Source: an optimization exercise on an open RTL-to-GDS flow (aim: small area). Production flows keep margins and buffers that such runs may drop.
In this exercise RTL edits were held to simulation tests only and were not proved equivalent to the original.
Power and IR drop assume default switching activity.

Design top, start of the top module:
module top (
    input clock,
    input resetn,
    input pkt_valid,
    input [7:0] data_in,
    input [2:0] read_en,
    output [2:0] vld_out,
    output [7:0] data_out_0,
    output [7:0] data_out_1,
    output [7:0] data_out_2,
    output [2:0] full,
    output [2:0] empty,
    output busy,
    output err
);
export LEC_CHECK = 0
export ABC_AREA = 1
export CAP_MARGIN = 20
export CORE_MARGIN = 2
export CORE_UTILIZATION = 80
export SLEW_MARGIN = 20
create_clock -name core_clock -period 7.0 [get_ports {clock}]
standard.sh (not shown) runs the stock make flow with config.mk's settings and CLKGATE_MAP_FILE= SYNTH_SCRIPT=/design/flow/synth_recipe.tcl, a recipe that flattens the netlist after the stock synthesis.
==> flow/flow/run.sh <==
#!/bin/bash
# Own layout flow:
#  1. the standard synthesis (standard.sh synth), unchanged;
#  2. its combinational logic re-mapped by ABC with an area-oriented script
#     (flow/remap.tcl); every flip-flop instance is kept as it is: same
#     name, same cell;
#  3. the standard layout (standard.sh) on that netlist, with buf_1 as
#     the port buffer and a clock tree built from clkbuf_4 without dummy loads.
# Each tool's output goes to a log file of its own in the work folder.
set -euo pipefail
W=$(pwd)
R=$W/orfs/results/$FLOW_PLATFORM/top/base
YOSYS=$(command -v yosys || echo "$FLOW_HOME/../tools/install/yosys/bin/yosys")

bash standard.sh synth > "$W/1_standard_synth.log" 2>&1
cp "$R/1_2_yosys.v" "$W/standard_synth.v"

LIBFILE=$FLOW_HOME/platforms/$FLOW_PLATFORM/lib/sky130_fd_sc_hd__tt_025C_1v80.lib \
DONT_USE="$(cat "$W/flow/dont_use.txt")" \
NETIN=$W/standard_synth.v NETOUT=$W/remap.v STATOUT=$W/remap_stat.txt \
ABCSCRIPT=$W/flow/area.abc \
    "$YOSYS" -c "$W/flow/remap.tcl" > "$W/2_remap.log" 2>&1

grep -oE '^ *sky130_fd_sc_hd__[a-z0-9_]*df[a-z0-9_]* [^ ]+' "$W/standard_synth.v" | sort > "$W/ff_std.txt"
grep -oE '^ *sky130_fd_sc_hd__[a-z0-9_]*df[a-z0-9_]* [^ ]+' "$W/remap.v" | sort > "$W/ff_remap.txt"
cmp "$W/ff_std.txt" "$W/ff_remap.txt"
if grep -qE 'sky130_fd_sc_hd__(lpflow|probe)' "$W/remap.v"; then
    echo "re-mapped netlist uses a don't-use cell" >&2
    exit 1
fi

cp "$W/remap.v" "$R/1_2_yosys.v"
touch "$R/1_2_yosys.v"

export BUFFER_PORTS_ARGS="-buffer_cell sky130_fd_sc_hd__buf_1"
export CTS_ARGS="$(cat "$W/flow/cts_args.txt")"
bash standard.sh > "$W/3_standard_layout.log" 2>&1
==> flow/flow/cts_args.txt <==
-sink_clustering_enable -repair_clock_nets -dont_use_dummy_load -buf_list sky130_fd_sc_hd__clkbuf_8 -sink_clustering_size 14 -sink_clustering_max_diameter 60
Other scripts of this flow, unchanged in this note and not shown: flow/flow/area.abc, flow/flow/dont_use.txt, flow/flow/remap.tcl
The baseline passed the timing, DRC and antenna checks.
Next try:
==> flow/flow/cts_args.txt (replaced) <==
-sink_clustering_enable -repair_clock_nets -dont_use_dummy_load -buf_list sky130_fd_sc_hd__clkbuf_4 -sink_clustering_size 10 -sink_clustering_max_diameter 40
--- a/flow/config.mk
+++ b/flow/config.mk
@@ -9 +9 @@
-export CAP_MARGIN = 20
+export CAP_MARGIN = 5
@@ -11,2 +11,2 @@
-export CORE_UTILIZATION = 80
-export SLEW_MARGIN = 20
+export CORE_UTILIZATION = 75
+export SLEW_MARGIN = 5
Clock-buffer cell count grows by 15.
Setup slack is worse by 110 ps.
Utilization drops by 6.5 points.
Clock power falls by about a fifth.
Non-clock buffer count shrinks by 4.
Die area increases by a few percent.
Next try:
==> flow/flow/cts_args.txt (replaced) <==
-sink_clustering_enable -repair_clock_nets -dont_use_dummy_load -buf_list sky130_fd_sc_hd__clkbuf_4 -sink_clustering_size 9 -sink_clustering_max_diameter 45
--- a/flow/config.mk
+++ b/flow/config.mk
@@ -9 +9 @@
-export CAP_MARGIN = 5
+export CAP_MARGIN = 10
@@ -12 +12 @@
-export SLEW_MARGIN = 5
+export SLEW_MARGIN = 10
First-iteration DRC count went down by 8.5%.
Synthesized cell count stays the same.
Global-route usage went up by 0.13 points.
Power went up by 0.93%.
Non-clock buffer count is unchanged.
Sequential share of layout area went down by 0.16 points.
Design area barely changes.
Utilization went up by 0.18 points.
Final cell count is about the same.
Combinational power is about the same.
Register-to-register slack gains 20 ps.

== willow ==
Starting RTL as in the previous note.
==> flow/config.mk <==
export PLATFORM = sky130hd
export DESIGN_NAME = top
export DESIGN_NICKNAME = top
export VERILOG_FILES = /design/flow/design.v
export SDC_FILE = /design/flow/constraint.sdc
export NUM_CORES = 4
export LEC_CHECK = 0
export ABC_AREA = 1
export CAP_MARGIN = 20
export CORE_MARGIN = 2
export CORE_UTILIZATION = 70
export SLEW_MARGIN = 20
==> flow/constraint.sdc <==
create_clock -name core_clock -period 7.0 [get_ports {clock}]
set_input_delay 1.4000 -clock core_clock [delete_from_list [all_inputs] [get_ports {clock}]]
set_output_delay 1.4000 -clock core_clock [all_outputs]
set_load 0.01 [all_outputs]
Scripts as last shown in full above: flow/flow/run.sh
Other scripts of this flow, unchanged in this note and not shown: flow/flow/area.abc, flow/flow/cts_args.txt, flow/flow/dont_use.txt, flow/flow/remap.tcl
### willow -> quartz
Settings: GPL_TIMING_DRIVEN: unset -> 0.
==> comparison <==
- Going from willow to quartz, hold slack -0.0093 ns; via count normalized by instance count rose 0.70%.
- Going from willow to quartz, wire length of the first global-routing pass fell by 3.6%; total area of multi-input combinational cells rose by 100 µm²; ratio of cells with drive above 1 in the final layout rose by 0.83 points.
- Lower post-route fraction of the period consumed by the critical path was reported by willow, not quartz.
- Compared with willow, wire length in quartz decreased slightly.
- Total power of the final layout in quartz vs willow: up about 2.4%
- Looking at leakage power total, quartz sits 1.4% above willow.
- Final worst-path setup slack: quartz and willow compared, higher one is willow
- Compared with willow, quartz shows global-route met3 utilization higher by 0.86 points.

== north ==
Starting RTL as in the previous note.
Design top, start of the top module:
module top (
    input clock,
    input resetn,
    input pkt_valid,
    input [7:0] data_in,
    input [2:0] read_en,
    output [2:0] vld_out,
    output [7:0] data_out_0,
    output [7:0] data_out_1,
    output [7:0] data_out_2,
    output [2:0] full,
    output [2:0] empty,
    output busy,
    output err
);
==> flow/config.mk <==
export PLATFORM = sky130hd
export DESIGN_NAME = top
export DESIGN_NICKNAME = top
export VERILOG_FILES = /design/flow/design.v
export SDC_FILE = /design/flow/constraint.sdc
export NUM_CORES = 4
export LEC_CHECK = 0
export ABC_AREA = 1
export CAP_MARGIN = 20
export CORE_MARGIN = 2
export CORE_UTILIZATION = 80
export SLEW_MARGIN = 20
==> flow/constraint.sdc <==
create_clock -name core_clock -period 7.0 [get_ports {clock}]
set_input_delay 1.4000 -clock core_clock [delete_from_list [all_inputs] [get_ports {clock}]]
set_output_delay 1.4000 -clock core_clock [all_outputs]
set_load 0.01 [all_outputs]
==> flow/flow/cts_args.txt <==
-sink_clustering_enable -repair_clock_nets -dont_use_dummy_load -buf_list sky130_fd_sc_hd__clkbuf_8 -sink_clustering_size 18 -sink_clustering_max_diameter 70
Scripts as last shown in full above: flow/flow/run.sh
Other scripts of this flow, unchanged in this note and not shown: flow/flow/area.abc, flow/flow/dont_use.txt, flow/flow/remap.tcl
north completed end to end with timing, DRC and antenna clean.
### north -> south
==> flow/flow/cts_args.txt <==
-sink_clustering_enable -repair_clock_nets -dont_use_dummy_load -buf_list sky130_fd_sc_hd__clkbuf_4 -sink_clustering_size 10 -sink_clustering_max_diameter 40
--- a/flow/config.mk
+++ b/flow/config.mk
@@ -7,6 +7,6 @@
 export LEC_CHECK = 0
 export ABC_AREA = 1
-export CAP_MARGIN = 20
+export CAP_MARGIN = 10
 export CORE_MARGIN = 2
-export CORE_UTILIZATION = 80
-export SLEW_MARGIN = 20
+export CORE_UTILIZATION = 75
+export SLEW_MARGIN = 10
==> notes.md <==
south ended with more initial antenna violation count than north. Critical path depth sits lower in south than in north. south vs. north: total routing usage reported by global routing has decreased; fmax has increased; setup slack has increased. When south is measured against north, its post-layout total power turns out 0.80% lower. Taking north as the reference point, the number of nets in the final layout of south rises by 1.8%. [compare] base=north new=south: sequential share of layout area about even, placed wire-length estimate fell 960 um.
The following lists how east was set up differently from south:
==> flow/flow/cts_args.txt <==
-sink_clustering_enable -repair_clock_nets -dont_use_dummy_load -buf_list sky130_fd_sc_hd__clkbuf_8 -sink_clustering_size 14 -sink_clustering_max_diameter 60
--- a/flow/config.mk
+++ b/flow/config.mk
@@ -9,4 +9,5 @@
 export CAP_MARGIN = 10
 export CORE_MARGIN = 2
-export CORE_UTILIZATION = 75
+export CORE_UTILIZATION = 70
+export GPL_TIMING_DRIVEN = 0
 export SLEW_MARGIN = 10
[summary]
The reported clock group power of east is higher than that of south.
Effective utilization at floorplan | east below south
As far as number of buffers on the longest clock path is concerned, south and east perform about the same.
Delta (east minus south): final critical-path required period about even; area taken by multi-input logic gates increased by 2.3% relative to the old numbers; instance area at placement grew by 310 sq um; via count of the first global-routing pass fell about 4%.
On east: met3 layer usage reported by global route is 2.6 points lower than what south gave.
Compared with south, overall power in east increased by a few percent.

[re-timing with driven ports]
The results above use ideal ports. As a check the final layouts listed here were re-extracted and re-timed, cells and wires unchanged.
Step 1, drivers: a clkbuf_16 drives clock and a buf_2 each remaining input, both assumed.
Step 2 also shifts input and output timing later by t, the mid clock arrival at the registers, as if the neighbouring blocks saw the same clock.
Slacks: no drivers / after step 1 / after step 2; pairs: no drivers / after step 1.
run | t, ns | slack for setup (ns) | hold slack, ns | pins driven straight from the clock port
the first run of note 1 | 0.596 | 2.114 / 2.070 / 2.666 | 0.456 / 0.456 / 0.456 | 1
the second run of note 1 | 0.720 | 2.007 / 1.966 / 2.686 | 0.474 / 0.474 / 0.474 | 1
the third run of note 1 | 0.742 | 2.108 / 2.068 / 2.810 | 0.444 / 0.444 / 0.444 | 1
willow | 0.584 | 2.455 / 2.408 / 2.992 | 0.466 / 0.466 / 0.466 | 1
quartz | 0.603 | 2.191 / 2.144 / 2.746 | 0.457 / 0.457 / 0.457 | 1
north | 0.645 | 2.053 / 2.007 / 2.651 | 0.470 / 0.470 / 0.470 | 1
south | 0.742 | 2.178 / 2.129 / 2.872 | 0.447 / 0.447 / 0.447 | 1
east | 0.584 | 2.181 / 2.132 / 2.716 | 0.474 / 0.474 / 0.474 | 1
After both steps setup and hold are still met in every run listed.
